Source: an optimization exercise on an open RTL-to-GDS flow (aim: small area). Production flows keep margins and buffers that such runs may drop.
Function was checked by simulation only, so behaviour that the tests miss may differ from the original.
The clock input has no modelled driver; a real chip could not lean on it and would need a root buffer or a full tree.

==> v5 <==
Design firv2, start of the top module:
module firv2(
           o_data,
           i_data,
           i_enable,
           clock
           );
   output reg [7:0] o_data;
   input      [7:0] i_data;
   input            i_enable;
   input            clock;
   wire       en   = i_enable;
   wire       en_n = ~i_enable;
   reg [7:0] data_r;
   reg [7:0] tap0;
   reg [7:0] tap1;
   reg [7:0] tap2;
   reg [7:0] tap3;
   reg [7:0] tap4;
   reg [7:0] tap5;
   reg [7:0] tap6;
   reg [7:0] tap7;
   reg [7:0] tap8;
   reg [7:0] tap9;
   reg [7:0] tap10;
   reg [7:0] tap11;
   reg [7:0] tap12;
   always @(posedge clock)
     data_r <= {~i_data[7], i_data[6:0]};
   wire [7:0] tap0_next;
   fir_hold8 u_hold_0 (.en(en), .en_n(en_n), .d(data_r), .q(tap0), .y(tap0_next));
   always @(posedge clock)
     tap0 <= tap0_next;
   wire [7:0] tap1_next;
   fir_hold8 u_hold_1 (.en(en), .en_n(en_n), .d(tap0), .q(tap1), .y(tap1_next));
   always @(posedge clock)
     tap1 <= tap1_next;
   wire [7:0] tap2_next;
   fir_hold8 u_hold_2 (.en(en), .en_n(en_n), .d(tap1), .q(tap2), .y(tap2_next));
   always @(posedge clock)
     tap2 <= tap2_next;
   wire [7:0] tap3_next;
   fir_hold8 u_hold_3 (.en(en), .en_n(en_n), .d(tap2), .q(tap3), .y(tap3_next));
   always @(posedge clock)
     tap3 <= tap3_next;
   wire [7:0] tap4_next;
   fir_hold8 u_hold_4 (.en(en), .en_n(en_n), .d(tap3), .q(tap4), .y(tap4_next));
   always @(posedge clock)
     tap4 <= tap4_next;
   wire [7:0] tap5_next;
   fir_hold8 u_hold_5 (.en(en), .en_n(en_n), .d(tap4), .q(tap5), .y(tap5_next));
   always @(posedge clock)
     tap5 <= tap5_next;
   wire [7:0] tap6_next;
   fir_hold8 u_hold_6 (.en(en), .en_n(en_n), .d(tap5), .q(tap6), .y(tap6_next));
   always @(posedge clock)
     tap6 <= tap6_next;
   wire [7:0] tap7_next;
   fir_hold8 u_hold_7 (.en(en), .en_n(en_n), .d(tap6), .q(tap7), .y(tap7_next));
   always @(posedge clock)
     tap7 <= tap7_next;
   wire [7:0] tap8_next;
   fir_hold8 u_hold_8 (.en(en), .en_n(en_n), .d(tap7), .q(tap8), .y(tap8_next));
   always @(posedge clock)
     tap8 <= tap8_next;
   wire [7:0] tap9_next;
   fir_hold8 u_hold_9 (.en(en), .en_n(en_n), .d(tap8), .q(tap9), .y(tap9_next));
   always @(posedge clock)
     tap9 <= tap9_next;
  ...
==> flow/config.mk <==
export PLATFORM = sky130hd
export DESIGN_NAME = firv2
export DESIGN_NICKNAME = firv2
export VERILOG_FILES = /design/flow/design.v
export SDC_FILE = /design/flow/constraint.sdc
export NUM_CORES = 4
export LEC_CHECK = 0
export CAP_MARGIN = 20
export CORE_MARGIN = 2
export CORE_UTILIZATION = 75
export PLACE_DENSITY = 0.85
export SLEW_MARGIN = 20
export SYNTH_HIERARCHICAL = 1
==> flow/constraint.sdc <==
create_clock -name core_clock -period 10.0 [get_ports {clock}]
set_input_delay 2.0000 -clock core_clock [delete_from_list [all_inputs] [get_ports {clock}]]
set_output_delay 2.0000 -clock core_clock [all_outputs]
set_load 0.01 [all_outputs]
standard.sh (not shown) runs the stock make flow with config.mk's settings and CLKGATE_MAP_FILE= SYNTH_SCRIPT=/design/flow/synth_recipe.tcl, a recipe that flattens the netlist after the stock synthesis.
==> flow/flow/run.sh <==
#!/bin/bash
# Own flow: the standard layout (standard.sh) with two changes:
#  - the ports are buffered with buf_1 cells (BUFFER_PORTS_ARGS);
#  - after the cts step, post_cts.tcl replaces the clock tree with a flat one:
#    the clock port drives 4 clkbuf_16, each driving a quarter of the flip-flops.
# Each step's log is under orfs/logs/; make's output goes to standard.log.
here=$(cd "$(dirname "$0")" && pwd)
export BUFFER_PORTS_ARGS="-buffer_cell sky130_fd_sc_hd__buf_1"
export CTS_ARGS="-sink_clustering_enable -repair_clock_nets -dont_use_dummy_load -buf_list sky130_fd_sc_hd__clkbuf_8"
export POST_CTS_TCL="$here/post_cts.tcl"
export CLK_NB=4
export CLK_BUF=sky130_fd_sc_hd__clkbuf_16
bash standard.sh > standard.log 2>&1
==> flow/flow/post_cts.tcl <==
# Runs at the end of ORFS's cts step (POST_CTS_TCL).
# Replaces the H-tree that clock_tree_synthesis built with a flat tree: the clock
# port drives CLK_NB buffers of type CLK_BUF, and each drives the flip-flops of one
# region of the core (regions split by x, then y, with equal flip-flop counts).
# Every flip-flop is one buffer from the port, so the clock arrives at all of them
# at about the same time.
set block [ord::get_db_block]
set clk [$block findNet clock]

# 1. take out the buffers clock_tree_synthesis inserted
set cts_bufs {}
foreach inst [$block getInsts] {
  set m [[$inst getMaster] getName]
  if {[string match "clkbuf_*" [$inst getName]] && [string match "*__clkbuf_*" $m]} {
    lappend cts_bufs $inst
  }
}
set cts_nets {}
foreach b $cts_bufs {
  set onet [[$b findITerm X] getNet]
  lappend cts_nets $onet
  foreach it [$onet getITerms] {
    if {[$it getInst] ne $b} {
      $it disconnect
      $it connect $clk
    }
  }
}
foreach b $cts_bufs { odb::dbInst_destroy $b }
foreach n $cts_nets { odb::dbNet_destroy $n }
puts "post_cts: removed [llength $cts_bufs] clock tree buffers"

# 2. flat tree
set sinks {}
foreach it [$clk getITerms] {
  set inst [$it getInst]
  lassign [$inst getLocation] x y
  lappend sinks [list $it $x $y]
}
set nb $::env(CLK_NB)
set ncol [expr {int(ceil(sqrt($nb)))}]
set nrow [expr {int(ceil(double($nb) / $ncol))}]
set sx [lsort -integer -index 1 $sinks]
set n [llength $sx]
set groups {}
for {set c 0} {$c < $ncol} {incr c} {
  set lo [expr {$c * $n / $ncol}]
  set hi [expr {($c + 1) * $n / $ncol - 1}]
  set col [lsort -integer -index 2 [lrange $sx $lo $hi]]
  set m [llength $col]
  set nr [expr {min($nrow, $nb - $c * $nrow)}]
  for {set r 0} {$r < $nr} {incr r} {
    set l2 [expr {$r * $m / $nr}]
    set h2 [expr {($r + 1) * $m / $nr - 1}]
    lappend groups [lrange $col $l2 $h2]
  }
}
set master [[ord::get_db] findMaster $::env(CLK_BUF)]
set i 0
foreach g $groups {
  set sxx 0
  set syy 0
  foreach s $g {
    incr sxx [lindex $s 1]
    incr syy [lindex $s 2]
  }
  set cx [expr {$sxx / [llength $g]}]
  set cy [expr {$syy / [llength $g]}]
  set inst [odb::dbInst_create $block $master "clkbuf_flat_$i"]
  set net [odb::dbNet_create $block "clknet_flat_$i"]
  $net setSigType CLOCK
  foreach s $g {
    set it [lindex $s 0]
    $it disconnect
    $it connect $net
  }
  [$inst findITerm A] connect $clk
  [$inst findITerm X] connect $net
  $inst setLocation $cx $cy
  $inst setPlacementStatus PLACED
  puts "post_cts: clkbuf_flat_$i drives [llength $g] flip-flops"
  incr i
}

detailed_placement
check_placement -verbose
estimate_parasitics -placement
report_clock_skew
report_clock_min_period
report_worst_slack -max
report_worst_slack -min
==> v30: changes against v5 <==
==> flow/flow/run.sh (replaced) <==
#!/bin/bash
# Own flow: the standard layout (standard.sh), with plain buf_1 port
# buffers and a clock tree of small buffers without dummy loads.
export BUFFER_PORTS_ARGS="-buffer_cell sky130_fd_sc_hd__buf_1"
export CTS_ARGS="-sink_clustering_enable -repair_clock_nets -dont_use_dummy_load -buf_list sky130_fd_sc_hd__clkbuf_8"
bash standard.sh > standard.log 2>&1
--- a/flow/config.mk
+++ b/flow/config.mk
@@ -7,2 +7,3 @@
 export LEC_CHECK = 0
+export ABC_AREA = 1
 export CAP_MARGIN = 20
removed: flow/flow/post_cts.tcl
==> v33: changes against v5 <==
--- a/flow/config.mk
+++ b/flow/config.mk
@@ -9,4 +9,6 @@
 export CORE_MARGIN = 2
-export CORE_UTILIZATION = 75
-export PLACE_DENSITY = 0.85
+export CORE_UTILIZATION = 85
+export GPL_ROUTABILITY_DRIVEN = 0
+export GPL_TIMING_DRIVEN = 0
+export PLACE_DENSITY = 0.95
 export SLEW_MARGIN = 20
==> comparison table <==
item	v5	v30	v33
Status	no timing/DRC/antenna violations	no timing/DRC/antenna violations	no timing/DRC/antenna violations
First-pass iteration count of the detailed router	4	4	5
Min Clock Period, post-route	7000 ps	7050 ps	7380 ps
Combined area of the multi-input logic cells	3060 um2	3350 um2	3060 um2
FMAX	143 MHz	142 MHz	136 MHz
Hold path start	data_r[0]	data_r[5]	tap1[1]
Skew final	11.4 ps	21.3 ps	12.6 ps
Placer congestion estimate	0.836	0.921	-
Wire length per cell after detailed routing	20.8 um	15.6 um	34.6 um
Global router's overall resource usage	25.6%	30.5%	46.7%
XOR/XNOR share of the synthesized area	0.151%	0.148%	0.151%
Synth Area in Compound Gates	17.4%	0.317%	17.4%
Worst setup startpoint	tap6[0]	tap6[0]	tap8[0]
In v5 and v33 the design's own scripts or RTL, not TritonCTS, make the clock network.

static timing again, ports no longer ideal:
No port has a modelled driver above. Below, the same layouts with a new extraction and two added sets of constraints.
Step 1 assumes that a clkbuf_16 drives the clock port and a buf_2 every other input.
Step 2 also shifts input and output timing later by t, the mid clock arrival at the registers, as if the neighbouring blocks saw the same clock.
Three values: ideal ports, drivers, drivers and shift; two values: the first two.
run	t, ns	setup slack, ns	worst slew at a driven data input, ns
v5	0.245	3.002 / 3.002 / 3.002	0.04
v30	0.468	2.946 / 2.946 / 2.946	0.03
v33	0.250	2.624 / 2.624 / 2.624	0.05
After both steps every run listed still meets setup and hold.
